What follows belongs to an exercise in optimizing a design on an open flow for small area, a short achievable clock period and few clock cycles per item; a production flow would make more cautious choices.
At most, simulation tests tie the RTL to the original design; equivalence was not proved.

Setup of build 36:
==> flow/design.v (excerpt) <==
module mult(
	input clk, rst, start, in_is_signed,
	input [31:0] in_a, in_b,
	output mult_status,
	output [63:0] s);
Size: ~2,100 cells after synthesis, ~18,000 sq um of cells after synthesis.
Settings: LEC_CHECK=0, ABC_AREA=1, CAP_MARGIN=20, CORE_MARGIN=2, CORE_UTILIZATION=40, CTS_BUF_LIST=sky130_fd_sc_hd__clkbuf_8, SLEW_MARGIN=20, SYNTH_HIERARCHICAL=1; clock period 50.0 ns.
standard.sh (not shown) runs the stock make flow with config.mk's settings and CLKGATE_MAP_FILE= SYNTH_SCRIPT=/design/flow/synth_recipe.tcl, a recipe that flattens the netlist after the stock synthesis.
==> flow/flow/run.sh <==
#!/bin/bash
set -euo pipefail
export BUFFER_PORTS_ARGS="-buffer_cell sky130_fd_sc_hd__buf_2"
bash standard.sh > standard.log 2>&1
Build 36 reached the final stage; the timing, DRC and antenna checks on its layout passed.
Testbench counts of build 36, summed over its fixed seeds: cycles 4,019, items 3,200.
Edits applied to the flow inputs when going from build 36 to build 45:
==> flow/flow/run.sh <==
#!/bin/bash
set -euo pipefail
export BUFFER_PORTS_ARGS="-buffer_cell sky130_fd_sc_hd__buf_1"
export PRE_RESIZE_TCL="$PWD/flow/outbuf.tcl"
bash standard.sh > standard.log 2>&1
==> flow/flow/outbuf.tcl (new file) <==
# Make the buffer that drives each output port a buf_2.
set n 0
foreach port [get_ports -filter "direction == output"] {
  foreach pin [get_pins -of_objects [get_nets -of_objects $port] -filter "direction == output"] {
    set inst [get_cells -of_objects $pin]
    if { [get_property [get_lib_cells -of_objects $inst] name] == "sky130_fd_sc_hd__buf_1" } {
      replace_cell $inst sky130_fd_sc_hd__buf_2
      incr n
    }
  }
}
puts "outbuf.tcl: $n output buffers made buf_2"
--- a/flow/config.mk
+++ b/flow/config.mk
@@ -13 +13 @@
-export SLEW_MARGIN = 20
+export SLEW_MARGIN = 40
==> comparison <==
For build 45, the flow was terminated by a tool error in 3_4_place_resized and produced no final design. Build 45 -> build 36: synthesized cell count delta 0, exact match. Reported for build 45 and build 36, number of synthesized flops with an enable pin turned out identical to the last digit. Build 45 and build 36 ended up with nearly the same number of placement rows.
Input changes introduced in build 85 (baseline for comparison: build 45):
==> flow/flow/run.sh <==
#!/bin/bash
set -euo pipefail
export BUFFER_PORTS_ARGS="-buffer_cell sky130_fd_sc_hd__buf_2"
bash standard.sh > standard.log 2>&1
--- a/flow/config.mk
+++ b/flow/config.mk
@@ -11 +11 @@
-export CORE_UTILIZATION = 40
+export CORE_UTILIZATION = 55
removed: flow/flow/outbuf.tcl
--- outcome ---
- Boundary pin count essentially unchanged between build 85 and build 45.
- From build 45 to build 85 the numbers moved as follows: unique cell type count in the Yosys netlist level, horizontal die dimension down about 14%, placer's final routability congestion estimate went up, fraction of registers with async set/reset flat.
- Compared to build 45, build 85 has die height 32 um lower.
- Looking at number of placement rows across build 85 and build 45, the one that comes out lower is build 85.
- Delta (build 85 minus build 45): synthesized cell count neither gained nor lost much; synthesized cell area essentially unchanged; post-synthesis compound-gate area fraction barely changed.
- Build 85 was carried through to the last stage, and its layout satisfied the timing, DRC and antenna checks.
What build 88 does differently from build 85 at the input level:
==> flow/flow/run.sh <==
#!/bin/bash
set -euo pipefail
export BUFFER_PORTS_ARGS="-buffer_cell sky130_fd_sc_hd__buf_1"
bash standard.sh > standard.log 2>&1
--- a/flow/config.mk
+++ b/flow/config.mk
@@ -11 +11 @@
-export CORE_UTILIZATION = 55
+export CORE_UTILIZATION = 40
@@ -13 +13 @@
-export SLEW_MARGIN = 40
+export SLEW_MARGIN = 20
Findings:
Peak clock frequency supported by timing delta for build 88 relative to build 85: 0.69% lower. For build 88, the launching element of the worst setup path was one_b[7], unlike build 85, where it was one_b[0]. Between build 85 and build 88, the difference in fraction of area in multi-input gates is negligible. Going from build 85 to build 88, sequential cell area essentially unchanged, die height has increased, layout overhead on the synthesized area held steady.
Modified inputs, build 43 compared to build 88
==> flow/flow/run.sh <==
#!/bin/bash
set -euo pipefail
export BUFFER_PORTS_ARGS="-buffer_cell sky130_fd_sc_hd__buf_2"
bash standard.sh > standard.log 2>&1
--- a/flow/config.mk
+++ b/flow/config.mk
@@ -8 +8 @@
-export ABC_AREA = 1
+export ABC_AREA = 0
@@ -13 +13 @@
-export SLEW_MARGIN = 20
+export SLEW_MARGIN = 40
==> comparison <==
- Every run in the comparison, build 88 and build 43, completed the flow with a clean layout.
- Build 43 vs build 88 — cell count dropped 360.
- Run comparison: build 88 capturing element of the worst setup path s[63]; build 43 capturing element of the worst setup path s[55]
- Commonest non-fill, non-tap cell in the layout: sky130_fd_sc_hd__o22ai_1 -> build 43, sky130_fd_sc_hd__nand2_1 -> build 88
- Synthesized area per cell (build 88 / build 43): 0.858
- Diff build 88 -> build 43: number of cells produced by synthesis shows a reduction of 367, area of the die decreased 1800 sq um.
- Build 43 gives less highest fanout seen on the critical path than build 88 did.
- [diff] worst hold slack, build 43 relative to build 88: improvement
What build 8 does differently from build 43 at the input level:
--- a/flow/config.mk
+++ b/flow/config.mk
@@ -8 +8 @@
-export ABC_AREA = 0
+export ABC_AREA = 1
Results
Initial standard-cell utilization of the core in build 8 is 0.28 points below build 43.
Summary of the comparison: number of tapcells is higher in build 8, relative to build 43.
Timing, DRC, antenna: 0 failures across build 8 and build 43
Area: build 8 vs build 43 -> build 8 larger
Note that the vias per cell recorded for build 43 amounts to 1.05 times the value seen in build 8.
Delta (build 8 minus build 43): all-layer global routing usage fell 0.19 points; adder-cell share of the synthesized area fell 1.3 points; clock network area share fell 0.51 points; sequential share of cell area fell 0.47 points.

---

## willow
mult again, from the RTL that the note above started with.
clock: 50.0 ns
lec_check: 0
abc_area: 1
cap_margin: 20
core_margin: 2
core_utilization: 40
cts_buf_list: sky130_fd_sc_hd__clkbuf_8
slew_margin: 40
synth_hierarchical: 1
==> flow/flow/run.sh <==
#!/bin/bash
set -euo pipefail
export BUFFER_PORTS_ARGS="-buffer_cell sky130_fd_sc_hd__buf_2"
export PRE_RESIZE_TCL="$PWD/flow/fanout.tcl"
bash standard.sh > standard.log 2>&1
==> flow/flow/fanout.tcl <==
set_max_fanout 12 [current_design]
willow: done, clean on timing, DRC and antenna
Testbench counts of willow, summed over its fixed seeds: cycles 4,019, items 3,200.
Relative to willow, the following input files were edited for garnet:
- changing SLEW_MARGIN from 40 to 65
==> flow/flow/run.sh <==
#!/bin/bash
set -euo pipefail
export BUFFER_PORTS_ARGS="-buffer_cell sky130_fd_sc_hd__buf_2"
bash standard.sh > standard.log 2>&1
removed: flow/flow/fanout.tcl
==> run notes <==
- When garnet is measured against willow, its synthesis-to-finish area growth turns out 4.7 points lower.
- garnet against willow; ratio of routed vias to standard cells is down slightly.
- Diff willow -> garnet | minimum period implied by the final worst setup slack | decrease of 2.50 ns
Changes in onyx relative to garnet:
- swapping 65 for 50 in SLEW_MARGIN
[summary]
- Per the comparison of onyx with garnet, amount of wire on met3 after detailed routing dropped 7.8%; final wirelength went down; area added between synthesis and finish shows a reduction of 2.7 points.
Input changes introduced in raven (baseline for comparison: onyx):
- putting CTS_CLUSTER_DIAMETER at 100 where nothing was set
- putting CTS_CLUSTER_SIZE at 30 where nothing was set
- swapping 50 for 40 in SLEW_MARGIN
### Flow results
raven against onyx: final standard cell count with taps included and fillers excluded fell by 0.85%, global-route usage stayed essentially flat.
Diff onyx -> raven | post-synthesis to final-layout area growth | decrease of 1.4 points
Summary: with onyx as the reference, placed cell count in raven moved down slightly.
The clock-cell share of area on raven is in line with that on onyx.
Between onyx and raven, share of final layout cell area taken by non-clock buffers decreased.
Between raven and onyx, the setup slack of the critical path after layout is lower for raven.
raven completed every stage of the flow, and the final layout passed the timing, DRC and antenna checks.
Number of cells on the critical path (raven vs. onyx) decreases by more than 10%
Startpoint of the most critical setup path = two_b[0]: onyx; startpoint of the most critical setup path = two_b[7]: raven
Against onyx, the final cell area of raven is lower.
Between raven and onyx, fraction of standard cell area in multi-input logic is higher for raven, onyx comes in under that.
diff inputs: raven => xenon
- clearing CTS_CLUSTER_SIZE, which used to be 30
- clearing CTS_CLUSTER_DIAMETER, which used to be 100
==> flow/flow/run.sh <==
#!/bin/bash
set -euo pipefail
export BUFFER_PORTS_ARGS="-buffer_cell sky130_fd_sc_hd__buf_1"
export PRE_RESIZE_TCL="$PWD/flow/outbuf.tcl"
bash standard.sh > standard.log 2>&1
==> flow/flow/outbuf.tcl (new file) <==
# Make the buffer that drives each output port a buf_2.
set n 0
foreach bterm [[ord::get_db_block] getBTerms] {
  if { [$bterm getIoType] != "OUTPUT" } { continue }
  foreach iterm [[$bterm getNet] getITerms] {
    if { ![$iterm isOutputSignal] } { continue }
    set inst [$iterm getInst]
    if { [[$inst getMaster] getName] == "sky130_fd_sc_hd__buf_1" } {
      replace_cell [get_cells [$inst getName]] sky130_fd_sc_hd__buf_2
      incr n
    }
  }
}
puts "outbuf.tcl: $n output buffers made buf_2"
Notes after the runs:
For the first-pass iteration count of the detailed router, xenon came in 1 lower than raven did.
Comparing xenon and raven, global routing met2 resource utilization is lower on xenon.
Of xenon and raven, the run reporting the higher cell count along the critical path was xenon.
Worst setup slack after placement (xenon over raven): decrease, 0.23 ns
xenon against raven: wire length per cell after detailed routing did not really move; highest clock frequency the design can meet went down.

---

## run A
Another version of the RTL of mult (not shown whole).
Size: about 2100 cells after synthesis, roughly 130 flip-flops, ~0.019 mm² of cells after synthesis.
export LEC_CHECK = 0
export ABC_AREA = 1
export CAP_MARGIN = 20
export CORE_MARGIN = 2
export CORE_UTILIZATION = 40
export SLEW_MARGIN = 55
export SYNTH_HIERARCHICAL = 1
create_clock -name core_clock -period 50.0 [get_ports {clk}]
==> flow/flow/run.sh <==
#!/bin/bash
set -euo pipefail
export BUFFER_PORTS_ARGS="-buffer_cell sky130_fd_sc_hd__buf_2"
bash standard.sh > standard.log 2>&1
Testbench counts of run A, summed over its fixed seeds: cycles 4,019, items 3,200.
Modified inputs, run B compared to run A
-- flow/config.mk --
<<< run A, line 11
export CORE_UTILIZATION = 40
export SLEW_MARGIN = 55
export SYNTH_HIERARCHICAL = 1
>>> run B, line 11
export CORE_UTILIZATION = 40
export GPL_TIMING_DRIVEN = 0
export SLEW_MARGIN = 20
export SYNTH_HIERARCHICAL = 1
--- outcome ---
- Compared with run A, in run B maximum frequency went down, post-synthesis to final-layout area growth moved up.
- Run B — post-layout instance area 1.1% higher, run A as reference
diff inputs: run B => run C
-- flow/config.mk --
<<< run B, line 11
export CORE_UTILIZATION = 40
export GPL_TIMING_DRIVEN = 0
export SLEW_MARGIN = 20
>>> run C, line 11
export CORE_UTILIZATION = 40
export SLEW_MARGIN = 20
--- outcome ---
Run C did not stop at any stage, and its layout met the timing, DRC and antenna checks.
Any difference in final clock skew between run B and run C is small enough to ignore.

---

Another version of the RTL of mult (not shown whole).
Size in the first run: about 2100 cells after synthesis, roughly 120 flip-flops, ~130 I/O pins, roughly 0.018 sq mm of cells after synthesis.
clock: 50.0 ns
lec_check: 0
abc_area: 1
cap_margin: 20
core_margin: 2
core_utilization: 40
cts_buf_list: sky130_fd_sc_hd__clkbuf_8
slew_margin: 20
synth_hierarchical: 1
Scripts as last shown in full above: flow/flow/run.sh
Testbench counts at the start, summed over its fixed seeds: cycles 4,019, items 3,200.
Change:
Settings changed: CTS_BUF_LIST sky130_fd_sc_hd__clkbuf_8 to not set.
What happened: Synthesized cell count stays the same. Setup slack improved by 0.037 ns. Die area does not change.

---

v30:
mult, a different RTL version from the one above (not shown whole).
Size: ~130 flip-flops, ~130 I/O pins, about 20000 um^2 of cells after synthesis.
==> flow/design.v (excerpt) <==
module mult(
	input clk, rst, start, in_is_signed,
	input [31:0] in_a, in_b,
	output mult_status,
	output [63:0] s);
Settings: LEC_CHECK=0, ABC_AREA=1, CAP_MARGIN=20, CORE_MARGIN=2, CORE_UTILIZATION=40, SLEW_MARGIN=20; clock period 50.0 ns.
run.sh (not shown) runs the stock make flow with config.mk's settings and CLKGATE_MAP_FILE= SYNTH_SCRIPT=/design/flow/synth_recipe.tcl, a recipe that flattens the netlist after the stock synthesis.
Stock flow here: none of the scripts above is used.
v30 completed end to end with timing, DRC and antenna clean.
--- input diff v30..v28 ---
- ABC_AREA: 1 -> unset
v28: flow completed, timing, DRC and antenna clean. Against v30 as the reference, v28 delivers a higher post-route minimum period. The number of antenna repair diodes of v30 and that of v28 are within noise of each other. Compared with v30, v28 shows a lower maximum fanout along the worst path. Compared to v30, v28 has detailed-route vias per instance 2.6% higher. On worst hold slack, the lower figure sits with v28, not v30.
Function was not checked in any run of this note: the RTL went through the layout flow alone.

---

mult, a different RTL version from the one above (not shown whole).
Size: roughly 2100 cells after synthesis, about 130 flip-flops, ~130 I/O pins, roughly 19000 sq um of cells after synthesis.
Settings: LEC_CHECK=0, ABC_AREA=1, CAP_MARGIN=60, CORE_MARGIN=2, CORE_UTILIZATION=40, SLEW_MARGIN=80, SYNTH_HIERARCHICAL=1; clock period 50.0 ns.
standard.sh (not shown) runs the stock make flow with config.mk's settings and CLKGATE_MAP_FILE= SYNTH_SCRIPT=/design/flow/synth_recipe.tcl, a recipe that flattens the netlist after the stock synthesis.
Scripts as last shown in full above: flow/flow/run.sh
The starting point went through all stages and came out clean.
Testbench counts at the start, summed over its fixed seeds: cycles 4,019, items 3,200.
Then changed:
- CAP_MARGIN: 60 -> 20
- CORE_UTILIZATION: 40 -> 60
- PLACE_DENSITY: default -> 0.75
- SLEW_MARGIN: 80 -> 20
Result: The changed run went through all stages and came out clean. Utilization goes up by 18 points. Non-clock buffer count decreases by 46. Flip-flop and latch count does not change. Sequential share of layout area grows by 1.5 points. Synthesized area does not change. Hold slack gains 0.032 ns. Wire length shrinks by 4.7%. Fmax is lower by 3.9%.
Then changed:
==> flow/run.sh (new file) <==
#!/bin/bash
# synth_recipe.tcl (not shown) runs the flow's synth.tcl, then flattens the netlist and writes it again
# the make line also repeats each setting of config.mk as NAME=value (left out here)
make -C /OpenROAD-flow-scripts/flow DESIGN_CONFIG=/design/flow/config.mk WORK_HOME=/design/flow/orfs CLKGATE_MAP_FILE= SYNTH_SCRIPT=/design/flow/synth_recipe.tcl finish
- CORE_UTILIZATION: 60 -> 40
- PLACE_DENSITY: 0.75 -> default
removed: flow/flow/run.sh
removed: flow/standard.sh
Outcome:
- cell area rises by 4.3%
- routed wire length went up by 3.6%
- worst setup slack gets worse by 0.41 ns
- hold slack loses 0.0033 ns
- final cell count went up by 8.4%
- first-iteration DRC count shrinks by 25%
Then changed:
==> flow/flow/run.sh (new file) <==
#!/bin/bash
set -euo pipefail
export BUFFER_PORTS_ARGS="-buffer_cell sky130_fd_sc_hd__buf_2"
bash standard.sh > standard.log 2>&1
==> flow/standard.sh (new file) <==
#!/bin/bash
# synth_recipe.tcl (not shown) runs the flow's synth.tcl, then flattens the netlist and writes it again
# the make line also repeats each setting of config.mk as NAME=value (left out here)
make -C /OpenROAD-flow-scripts/flow DESIGN_CONFIG=/design/flow/config.mk WORK_HOME=/design/flow/orfs CLKGATE_MAP_FILE= SYNTH_SCRIPT=/design/flow/synth_recipe.tcl "${@:-finish}"
removed: flow/run.sh
The new run completed with no timing, DRC or antenna violations.
Setup slack improved by 0.37 ns.
Worst hold slack loses 0.11 ns.

==> separate check: timing with driven ports <==
How much do the figures lean on ideal ports? The routed layouts below were timed once more, with nothing changed but the port constraints.
Step 1 (the two cells are an assumption about what drives the block):
set clk [get_ports {clk}]
set_driving_cell -lib_cell sky130_fd_sc_hd__clkbuf_16 $clk
set_driving_cell -lib_cell sky130_fd_sc_hd__buf_2 [delete_from_list [all_inputs] $clk]
Step 2, shift: input delay + t, output delay - t, t = (earliest + latest rising clock arrival at the registers) / 2. This alone moves slack from input paths to output paths.
Slacks: no drivers / after step 1 / after step 2; pairs: no drivers / after step 1.
run | t, ns | setup slack, ns | hold slack, ns | worst setup path at the end | clock arrival spread, ns
build 36 | 0.495 | 33.723 / 33.678 / 34.173 | 0.574 / 0.574 / 0.574 | register to output | 0.016 / 0.016
build 85 | 0.494 | 33.629 / 33.585 / 34.079 | 0.592 / 0.592 / 0.592 | register to output | 0.015 / 0.015
build 88 | 0.482 | 33.516 / 33.473 / 33.955 | 0.580 / 0.580 / 0.580 | register to output | 0.022 / 0.022
build 43 | 0.492 | 32.784 / 32.740 / 33.232 | 0.644 / 0.644 / 0.644 | register to output | 0.017 / 0.018
build 8 | 0.490 | 33.773 / 33.727 / 34.217 | 0.574 / 0.574 / 0.574 | register to output | 0.022 / 0.022
willow | 0.488 | 31.267 / 31.221 / 31.709 | 0.573 / 0.573 / 0.573 | register to output | 0.012 / 0.012
garnet | 0.483 | 33.763 / 33.718 / 34.201 | 0.573 / 0.573 / 0.573 | register to output | 0.014 / 0.014
onyx | 0.480 | 33.911 / 33.866 / 34.346 | 0.572 / 0.572 / 0.572 | register to output | 0.018 / 0.017
raven | 0.490 | 33.773 / 33.727 / 34.217 | 0.574 / 0.574 / 0.574 | register to output | 0.022 / 0.022
xenon | 0.488 | 33.674 / 33.630 / 34.118 | 0.589 / 0.589 / 0.589 | register to output | 0.018 / 0.018
run A | 0.497 | 33.267 / 33.216 / 33.713 | 0.581 / 0.581 / 0.581 | register to output | 0.016 / 0.016
run B | 0.476 | 32.566 / 32.515 / 32.991 | 0.576 / 0.576 / 0.576 | register to output | 0.018 / 0.018
run C | 0.487 | 33.249 / 33.198 / 33.686 | 0.576 / 0.577 / 0.577 | register to output | 0.016 / 0.015
the first run of note 4 | 0.518 | 33.483 / 33.440 / 33.958 | 0.573 / 0.573 / 0.573 | register to output | 0.016 / 0.016
the second run of note 4 | 0.484 | 33.520 / 33.472 / 33.957 | 0.568 / 0.568 / 0.568 | register to output | 0.011 / 0.011
v30 | 0.511 | 31.915 / 31.859 / 32.370 | 0.614 / 0.614 / 0.614 | register to output | 0.016 / 0.016
v28 | 0.506 | 31.238 / 31.181 / 31.687 | 0.607 / 0.607 / 0.607 | register to output | 0.016 / 0.017
the first run of note 6 | 0.491 | 33.596 / 33.549 / 34.040 | 0.538 / 0.538 / 0.538 | register to output | 0.015 / 0.014
the second run of note 6 | 0.476 | 32.937 / 32.884 / 33.360 | 0.570 / 0.570 / 0.570 | register to output | 0.010 / 0.010
the third run of note 6 | 0.498 | 32.523 / 32.471 / 32.969 | 0.567 / 0.567 / 0.567 | register to output | 0.014 / 0.014
the fourth run of note 6 | 0.492 | 32.892 / 32.839 / 33.331 | 0.453 / 0.453 / 0.453 | register to output | 0.009 / 0.009
After both steps every run listed still meets setup and hold.
